Context: an optimization exercise on an open-source flow, tuned for small area, a short achievable clock period and few clock cycles per item. The choices shown serve that exercise and are no tape-out recipe.
Power is estimated from default activity; no workload was simulated.

## job 101
## LBP
module LBP (
	input  clk,
	input  reset,
	output reg [13:0] gray_addr,
	output reg        gray_req,
	input             gray_ready,
	input      [7:0]  gray_data,
	output reg        lbp_valid,
	output reg [13:0] lbp_addr,
	output reg [7:0]  lbp_data,
	output reg        finish
);
	localparam H = 8;            
	wire [6:0] row = gray_addr[13:7];
	wire [6:0] col = gray_addr[6:0];
	reg  [2:0] s;                
	reg        endc;             
	reg        ends;             
	reg        last;             
	wire [6:0] row_step = {{4{endc}}, {2{ends}}, 1'b1};
	always @(posedge clk) begin
		if (reset) begin
			gray_req  <= 1'b0;
			gray_addr <= 14'd0;
			s         <= 3'd0;
			endc      <= 1'b0;
			ends      <= 1'b0;
			last      <= 1'b0;
			lbp_valid <= 1'b0;
			finish    <= 1'b0;
		end else begin
			gray_req  <= gray_ready & ~finish & ~(gray_req & last);
			lbp_valid <= gray_req & (s >= 3'd2) & (col >= 7'd2);
			if (gray_req & last) finish <= 1'b1;
			if (gray_req) begin
				{gray_addr[6:0], s} <= {col, s} + 10'd1;
				gray_addr[13:7] <= row + row_step;
				endc <= (s == 3'd6);
				ends <= (s == 3'd6) & (col == 7'd127);
				last <= (s == 3'd6) & (col == 7'd127) & (row == 7'd126);
			end
		end
	end
	reg [7:0] d [0:H];
	integer i;
	always @(posedge clk) begin
		d[0] <= gray_data;
		for (i = 1; i <= H; i = i + 1) d[i] <= d[i-1];
	end
	function [1:0] tcmp;
		input [7:0] a, b;
		reg [7:0] g, e;
		reg [3:0] g2, e2;
		reg [1:0] g4, e4;
		integer k;
		begin
			g = a & ~b; e = ~(a ^ b);
			for (k = 0; k < 4; k = k + 1) begin
				g2[k] = g[2*k+1] | (e[2*k+1] & g[2*k]);
				e2[k] = e[2*k+1] & e[2*k];
			end
			for (k = 0; k < 2; k = k + 1) begin
				g4[k] = g2[2*k+1] | (e2[2*k+1] & g2[2*k]);
				e4[k] = e2[2*k+1] & e2[2*k];
			end
			tcmp = {g4[1] | (e4[1] & g4[0]), e4[1] & e4[0]};
		end
	endfunction
	wire [7:0] c = d[H];
	wire [1:0] r_dg = tcmp(gray_data, c), r_hz = tcmp(d[0], c);
	wire [1:0] r_ad = tcmp(d[1], c),      r_vt = tcmp(d[H-1], c);
	wire ge_dg = r_dg[1] | r_dg[0],  le_dg = ~r_dg[1];
	wire ge_hz = r_hz[1] | r_hz[0],  le_hz = ~r_hz[1];
	wire ge_ad = r_ad[1] | r_ad[0],  le_ad = ~r_ad[1];
	wire ge_vt = r_vt[1] | r_vt[0],  le_vt = ~r_vt[1];
	reg [H:0]   q_dg;    
	reg [H-1:0] q_hz;
	reg [H-2:0] q_ad;
	reg         q_vt;
	always @(posedge clk) begin
		q_dg <= {q_dg[H-1:0], le_dg};
  ...
==> module LBP, before the edit <==
module LBP (
	input  clk,
	input  reset,
	output reg [13:0] gray_addr,
	output reg        gray_req,
	input             gray_ready,
	input      [7:0]  gray_data,
	output reg        lbp_valid,
	output reg [13:0] lbp_addr,
	output reg [7:0]  lbp_data,
	output reg        finish
);
	localparam H = 8;            
	wire [6:0] row = gray_addr[13:7];
	wire [6:0] col = gray_addr[6:0];
	reg  [2:0] s;                
	reg        endc;             
	reg        ends;             
	reg        last;             
	wire [6:0] row_step = {{4{endc}}, {2{ends}}, 1'b1};
	always @(posedge clk) begin
		if (reset) begin
			gray_req  <= 1'b0;
			gray_addr <= 14'd0;
			s         <= 3'd0;
			endc      <= 1'b0;
			ends      <= 1'b0;
			last      <= 1'b0;
			lbp_valid <= 1'b0;
			finish    <= 1'b0;
		end else begin
			gray_req  <= gray_ready & ~finish & ~(gray_req & last);
			lbp_valid <= gray_req & (s >= 3'd2) & (col >= 7'd2);
			if (gray_req & last) finish <= 1'b1;
			if (gray_req) begin
				{gray_addr[6:0], s} <= {col, s} + 10'd1;
				gray_addr[13:7] <= row + row_step;
				endc <= (s == 3'd6);
				ends <= (s == 3'd6) & (col == 7'd127);
				last <= (s == 3'd6) & (col == 7'd127) & (row == 7'd126);
			end
		end
	end
	reg [7:0] d [0:H];
	integer i;
	always @(posedge clk) begin
		d[0] <= gray_data;
		for (i = 1; i <= H; i = i + 1) d[i] <= d[i-1];
	end
	function [1:0] tcmp;
		input [7:0] a, b;
		reg [7:0] g, e;
		reg [3:0] g2, e2;
		reg [1:0] g4, e4;
		integer k;
		begin
			g = a & ~b; e = ~(a ^ b);
			for (k = 0; k < 4; k = k + 1) begin
				g2[k] = g[2*k+1] | (e[2*k+1] & g[2*k]);
				e2[k] = e[2*k+1] & e[2*k];
			end
			for (k = 0; k < 2; k = k + 1) begin
				g4[k] = g2[2*k+1] | (e2[2*k+1] & g2[2*k]);
				e4[k] = e2[2*k+1] & e2[2*k];
			end
			tcmp = {g4[1] | (e4[1] & g4[0]), e4[1] & e4[0]};
		end
	endfunction
	wire [7:0] c = d[H];
	wire [1:0] r_dg = tcmp(gray_data, c), r_hz = tcmp(d[0], c);
	wire [1:0] r_ad = tcmp(d[1], c),      r_vt = tcmp(d[H-1], c);
	wire ge_dg = r_dg[1] | r_dg[0],  le_dg = ~r_dg[1];
	wire ge_hz = r_hz[1] | r_hz[0],  le_hz = ~r_hz[1];
	wire ge_ad = r_ad[1] | r_ad[0],  le_ad = ~r_ad[1];
	wire ge_vt = r_vt[1] | r_vt[0],  le_vt = ~r_vt[1];
	reg [H:0]   q_dg;    
	reg [H-1:0] q_hz;
	reg [H-2:0] q_ad;
	reg         q_vt;
	always @(posedge clk) begin
		q_dg <= {q_dg[H-1:0], le_dg};
		q_hz <= {q_hz[H-2:0], le_hz};
		q_ad <= {q_ad[H-3:0], le_ad};
		q_vt <= le_vt;
	end
	always @(posedge clk) begin
		lbp_addr <= {row - 7'd1, col - 7'd1};
		lbp_data <= {ge_dg, ge_vt, q_ad[H-2], ge_hz, q_hz[H-1], ge_ad, q_vt, q_dg[H]};
	end
endmodule
Settings: LEC_CHECK=0, CAP_MARGIN=20, CORE_MARGIN=2, CORE_UTILIZATION=40, SETUP_SLACK_MARGIN=2.2, SLEW_MARGIN=20; clock period 4.0 ns.
run.sh (not shown) runs the stock make flow with config.mk's settings and CLKGATE_MAP_FILE= SYNTH_SCRIPT=/design/flow/synth_recipe.tcl, a recipe that flattens the netlist after the stock synthesis.
> inputs changed (job 101 -> job 102)
--- a/flow/design.v
+++ b/flow/design.v
@@ -12,36 +12,29 @@
 	output reg        finish
 );
 	localparam H = 8;            
 	wire [6:0] row = gray_addr[13:7];
 	wire [6:0] col = gray_addr[6:0];
 	reg  [2:0] s;                
-	reg        endc;             
-	reg        ends;             
-	reg        last;             
-	wire [6:0] row_step = {{4{endc}}, {2{ends}}, 1'b1};
+	wire       endc = &s;        
+	wire       endr = &col;      
+	wire [6:0] row_step = {{4{endc}}, {2{endc & endr}}, 1'b1};
 	always @(posedge clk) begin
 		if (reset) begin
 			gray_req  <= 1'b0;
 			gray_addr <= 14'd0;
 			s         <= 3'd0;
-			endc      <= 1'b0;
-			ends      <= 1'b0;
-			last      <= 1'b0;
 			lbp_valid <= 1'b0;
 			finish    <= 1'b0;
 		end else begin
-			gray_req  <= gray_ready & ~finish & ~(gray_req & last);
+			gray_req  <= gray_ready & ~finish & ~(gray_req & endc & endr & (row == 7'd127));
 			lbp_valid <= gray_req & (s >= 3'd2) & (col >= 7'd2);
-			if (gray_req & last) finish <= 1'b1;
+			if (gray_req & endc & endr & (row == 7'd127)) finish <= 1'b1;
 			if (gray_req) begin
 				{gray_addr[6:0], s} <= {col, s} + 10'd1;
 				gray_addr[13:7] <= row + row_step;
-				endc <= (s == 3'd6);
-				ends <= (s == 3'd6) & (col == 7'd127);
-				last <= (s == 3'd6) & (col == 7'd127) & (row == 7'd126);
 			end
 		end
 	end
 	reg [7:0] d [0:H];
 	integer i;
 	always @(posedge clk) begin
==> comparison <==
Job 102 has completed all stages; timing, DRC and antenna checks passed. Delta (job 102 minus job 101): clock network power consumption moved down, power drawn by the sequential cells moved down, proportion of total power due to net switching level, count of non-CTS buffers in the layout moved up, static leakage moved up. A power group with the highest consumption of sequential cells is what job 102 shows, while the clock network belongs to job 101. For job 101, the type of the worst setup path was flip-flop to primary output, unlike job 102, where it was flip-flop to flip-flop. Summary of job 102 over job 101: cell count after synthesis fell 38, post-route worst setup slack lower, detail-routed net length per standard cell shows an increase of 6.0%, wire length of the first global-routing pass went down by about 0.8%.
No run of this note included a check of the RTL's function; only the layout flow was run.

-- static timing again, ports no longer ideal --
In the flow no input, the clock included, has a driving cell. The finished layouts below were timed again as built, in two steps.
Step 1: set_driving_cell puts a clkbuf_16 on clk and a buf_2 on each other input, an assumption about the parent block.
Step 2 adds t to the input delays and takes it off the output delays; t is the mean of the earliest and latest rising clock arrival at the registers after step 1. Input paths then give back, and output paths get back, about the clock's delay inside the block.
a / b / c = no drivers / after step 1 / after step 2; a / b = the first two.
run | shift t [ns] | slack for setup (ns) | slew at the worst register clock pin (ns)
job 101 | 0.442 | 2.229 / 2.192 / 1.819 | 0.06 / 0.06
job 102 | 0.541 | 1.900 / 1.900 / 1.750 | 0.06 / 0.06
After both steps setup and hold are still met in every run listed. The setup slack of job 101, which loses most, moves by -0.037 ns with the drivers and by -0.410 ns with both steps.
